Context: an optimization exercise on an open-source flow, tuned for small area and a short achievable clock period. The choices shown serve that exercise and are no tape-out recipe.
Where RTL was checked, it was by simulation tests only, not by an equivalence proof against the original.
Power and IR drop assume default switching activity.

Design ALU_TOP, start of the top module:
module ALU_TOP #(parameter width = 16)
(
    input wire [width-1:0] A, B,
    input wire [3:0] ALU_FUN,
    input wire CLK, RST,
    output wire [(width*2)-1:0] Arith_OUT,
    output wire [width-1:0] Logic_OUT, CMP_OUT,
    output wire [width:0] SHIFT_OUT,
    output wire Carry_OUT, Arith_Flag, Logic_Flag, CMP_Flag, SHIFT_Flag
);
==> flow/config.mk <==
export PLATFORM = sky130hd
export DESIGN_NAME = ALU_TOP
export DESIGN_NICKNAME = ALU_TOP
export VERILOG_FILES = /design/flow/design.v
export SDC_FILE = /design/flow/constraint.sdc
export NUM_CORES = 4
export LEC_CHECK = 0
export ABC_AREA = 1
export ABC_CLOCK_PERIOD_IN_PS = 90000
export CAP_MARGIN = 20
export CORE_MARGIN = 2
export CORE_UTILIZATION = 40
export SLEW_MARGIN = 20
==> flow/constraint.sdc <==
create_clock -name core_clock -period 90.0 [get_ports {CLK}]
set_input_delay 18.0000 -clock core_clock [delete_from_list [all_inputs] [get_ports {CLK}]]
set_output_delay 18.0000 -clock core_clock [all_outputs]
set_load 0.01 [all_outputs]
run.sh (not shown) runs the stock make flow with config.mk's settings and CLKGATE_MAP_FILE= SYNTH_SCRIPT=/design/flow/synth_recipe.tcl, a recipe that flattens the netlist after the stock synthesis.
The starting point ran to the end with no violations.
==> next run, changes <==
--- a/flow/design.v
+++ b/flow/design.v
@@ -1105,29 +1105,28 @@
     wire d15_G853 = d15_G839 | (d15_T840 & d15_G850);
     wire d15_G854 = d15_G843 | (d15_T844 & d15_G851);
     wire d15_G855 = d15_g803 | (d15_t818 & d15_G832);
     wire d15_G856 = d15_g805 | (d15_t820 & d15_G845);
     wire d15_G857 = d15_g807 | (d15_t822 & d15_G852);
     wire d15_G858 = d15_g809 | (d15_t824 & d15_G850);
     wire d15_G859 = d15_g811 | (d15_t826 & d15_G853);
     wire d15_G860 = d15_g813 | (d15_t828 & d15_G851);
     wire d15_G861 = d15_g815 | (d15_t830 & d15_G854);
     assign q[0] = d15_G861;    
+    wire [15:0] qq = {1'b0, q} ^ ({16{qinc}} & {q, 1'b1});
     wire sq = sa ^ sb;
-    wire [16:0] qv = {2'b00, q} ^ {17{sq}};
-    wire qci = qinc ^ sq;
-    wire [16:0] qall;
-    assign qall[0] = qci;
-    generate for (gi = 1; gi < 17; gi = gi + 1) begin : incq
-        assign qall[gi] = qall[gi-1] & qv[gi-1];
+    wire [15:0] qlo;
+    assign qlo[0] = 1'b0;
+    generate for (gi = 1; gi < 16; gi = gi + 1) begin : negq
+        assign qlo[gi] = qlo[gi-1] | qq[gi-1];
     end endgenerate
-    wire [16:0] quo = qv ^ qall;
+    wire [16:0] quo = {sq & (|qq), qq ^ ({16{sq}} & qlo)};
     wire bnz = |B;
     reg [31:0] res;
     always @(*) begin
         case (ALU_FUN[1:0])
             2'b10: res = prod;
             2'b11: res = bnz ? {{15{quo[16]}}, quo} : 32'b0;
             default: res = {{15{as17[16]}}, as17};
         endcase
         if (!Arith_Enable) res = 32'b0;
     end
What happened:
- The changed run finished clean
- design area grows by about 7%
- wire length went up by about 3.7%
- worst hold slack improves by 0.27 ns
- clock power rose by about 4%
- power is lower by about 1.1%
Function not checked in the second run of this note: the RTL went through the layout flow alone.

--- another note on this design; it stands on its own ---

Design ALU_TOP, start of the top module:
module ALU_TOP #(parameter width = 16)
(
    input wire [width-1:0] A, B,
    input wire [3:0] ALU_FUN,
    input wire CLK, RST,
    output wire [(width*2)-1:0] Arith_OUT,
    output wire [width-1:0] Logic_OUT, CMP_OUT,
    output wire [width:0] SHIFT_OUT,
    output wire Carry_OUT, Arith_Flag, Logic_Flag, CMP_Flag, SHIFT_Flag
);
Size: ~2800 cells after synthesis, ~120 I/O pins.
export LEC_CHECK = 0
export ABC_AREA = 1
export ABC_CLOCK_PERIOD_IN_PS = 90000
export CAP_MARGIN = 20
export CORE_MARGIN = 2
export CORE_UTILIZATION = 40
export SLEW_MARGIN = 20
export TNS_END_PERCENT = 0
create_clock -name core_clock -period 90.0 [get_ports {CLK}]
standard.sh (not shown) runs the stock make flow with config.mk's settings and CLKGATE_MAP_FILE= SYNTH_SCRIPT=/design/flow/synth_recipe.tcl, a recipe that flattens the netlist after the stock synthesis.
==> flow/flow/run.sh <==
#!/bin/bash
# The standard layout (the standard.sh: ORFS synthesis through finish), with
# ORFS's timing repair asked for extra setup slack.  The clock period and the
# constraints are the design's; the margin only makes repair_timing work on the
# paths to the registers, which otherwise have slack to spare.
set -euo pipefail
export SETUP_SLACK_MARGIN=55
bash standard.sh > standard.log 2>&1
The baseline produced a clean layout.
==> next run, changes <==
==> flow/run.sh (new file) <==
#!/bin/bash
# synth_recipe.tcl (not shown) runs the flow's synth.tcl, then flattens the netlist and writes it again
# the make line also repeats each setting of config.mk as NAME=value (left out here)
make -C /OpenROAD-flow-scripts/flow DESIGN_CONFIG=/design/flow/config.mk WORK_HOME=/design/flow/orfs CLKGATE_MAP_FILE= SYNTH_SCRIPT=/design/flow/synth_recipe.tcl finish
CORE_UTILIZATION = 65   (was 40)
PLACE_DENSITY = 0.8   (was not set)
TNS_END_PERCENT = not set   (was 0)
removed: flow/flow/run.sh
removed: flow/standard.sh
The new run produced a clean layout.
Combinational power is lower by roughly a tenth.
Global-route usage is higher by 16 points.
Count of clock-buffer cells in the layout is lower by 1.
Maximum frequency is lower by a little under a tenth.

Another version of the RTL of ALU_TOP (not shown whole).
Size: roughly 2500 cells after synthesis, roughly 71 flip-flops, about 0.017 mm^2 of cells after synthesis.
Settings: LEC_CHECK=0, ABC_AREA=1, ABC_CLOCK_PERIOD_IN_PS=90000, CAP_MARGIN=20, CORE_MARGIN=2, CORE_UTILIZATION=40, PLACE_DENSITY=0.85, SLEW_MARGIN=20; clock period 90.0 ns.
==> flow/flow/run.sh <==
#!/bin/bash
# The standard layout (the standard.sh: ORFS synthesis through finish).
# The one change: every input and output port still gets its own buffer, but a
# plain sky130_fd_sc_hd__buf_1 instead of the delay cell buffer_ports picks by itself.
set -euo pipefail
export BUFFER_PORTS_ARGS="-buffer_cell sky130_fd_sc_hd__buf_1"
bash standard.sh > standard.log 2>&1
The first run finished with timing, DRC and antenna clean.
Change:
==> flow/run.sh (new file) <==
#!/bin/bash
# synth_recipe.tcl (not shown) runs the flow's synth.tcl, then flattens the netlist and writes it again
# the make line also repeats each setting of config.mk as NAME=value (left out here)
make -C /OpenROAD-flow-scripts/flow DESIGN_CONFIG=/design/flow/config.mk WORK_HOME=/design/flow/orfs CLKGATE_MAP_FILE= SYNTH_SCRIPT=/design/flow/synth_recipe.tcl finish
PLACE_DENSITY = 0.75   (was 0.85)
removed: flow/flow/run.sh
removed: flow/standard.sh
What happened: Die area does not change; setup slack is worse by 0.51 ns; final area rises by 3.7%; clock-buffer cell count does not change; via count rises by 1.2%; sequential cell count is unchanged; hold slack is worse by 0.0058 ns; sequential power barely changes; maximum frequency falls by 1.4%; combinational power rises by about 3%.

## separate check: timing with driven ports
No port has a modelled driver above. Below, the same layouts with a new extraction and two added sets of constraints.
Step 1: set_driving_cell puts a clkbuf_16 on CLK and a buf_2 on each other input, an assumption about the parent block.
Step 2 adds t to the input delays and takes it off the output delays; t is the mean of the earliest and latest rising clock arrival at the registers after step 1. Input paths then give back, and output paths get back, about the clock's delay inside the block.
Three values: no drivers, after step 1, after step 2; two values: the first two.
run	shift t [ns]	setup WS [ns]	clock arrival spread, ns
the first run of note 1	0.412	51.872 / 51.894 / 51.482	0.016 / 0.016
the second run of note 1	0.415	53.272 / 53.298 / 52.883	0.013 / 0.013
the first run of note 2	0.416	56.246 / 56.270 / 55.854	0.023 / 0.022
the second run of note 2	0.408	53.023 / 53.047 / 52.639	0.011 / 0.012
the first run of note 3	0.394	53.880 / 53.897 / 53.503	0.007 / 0.008
the second run of note 3	0.406	53.368 / 53.356 / 52.950	0.008 / 0.008
After both steps setup and hold are still met in every run listed. For the second run of note 3, which loses most, drivers alone change the setup slack by -0.012 ns; drivers and shift together by -0.418 ns.
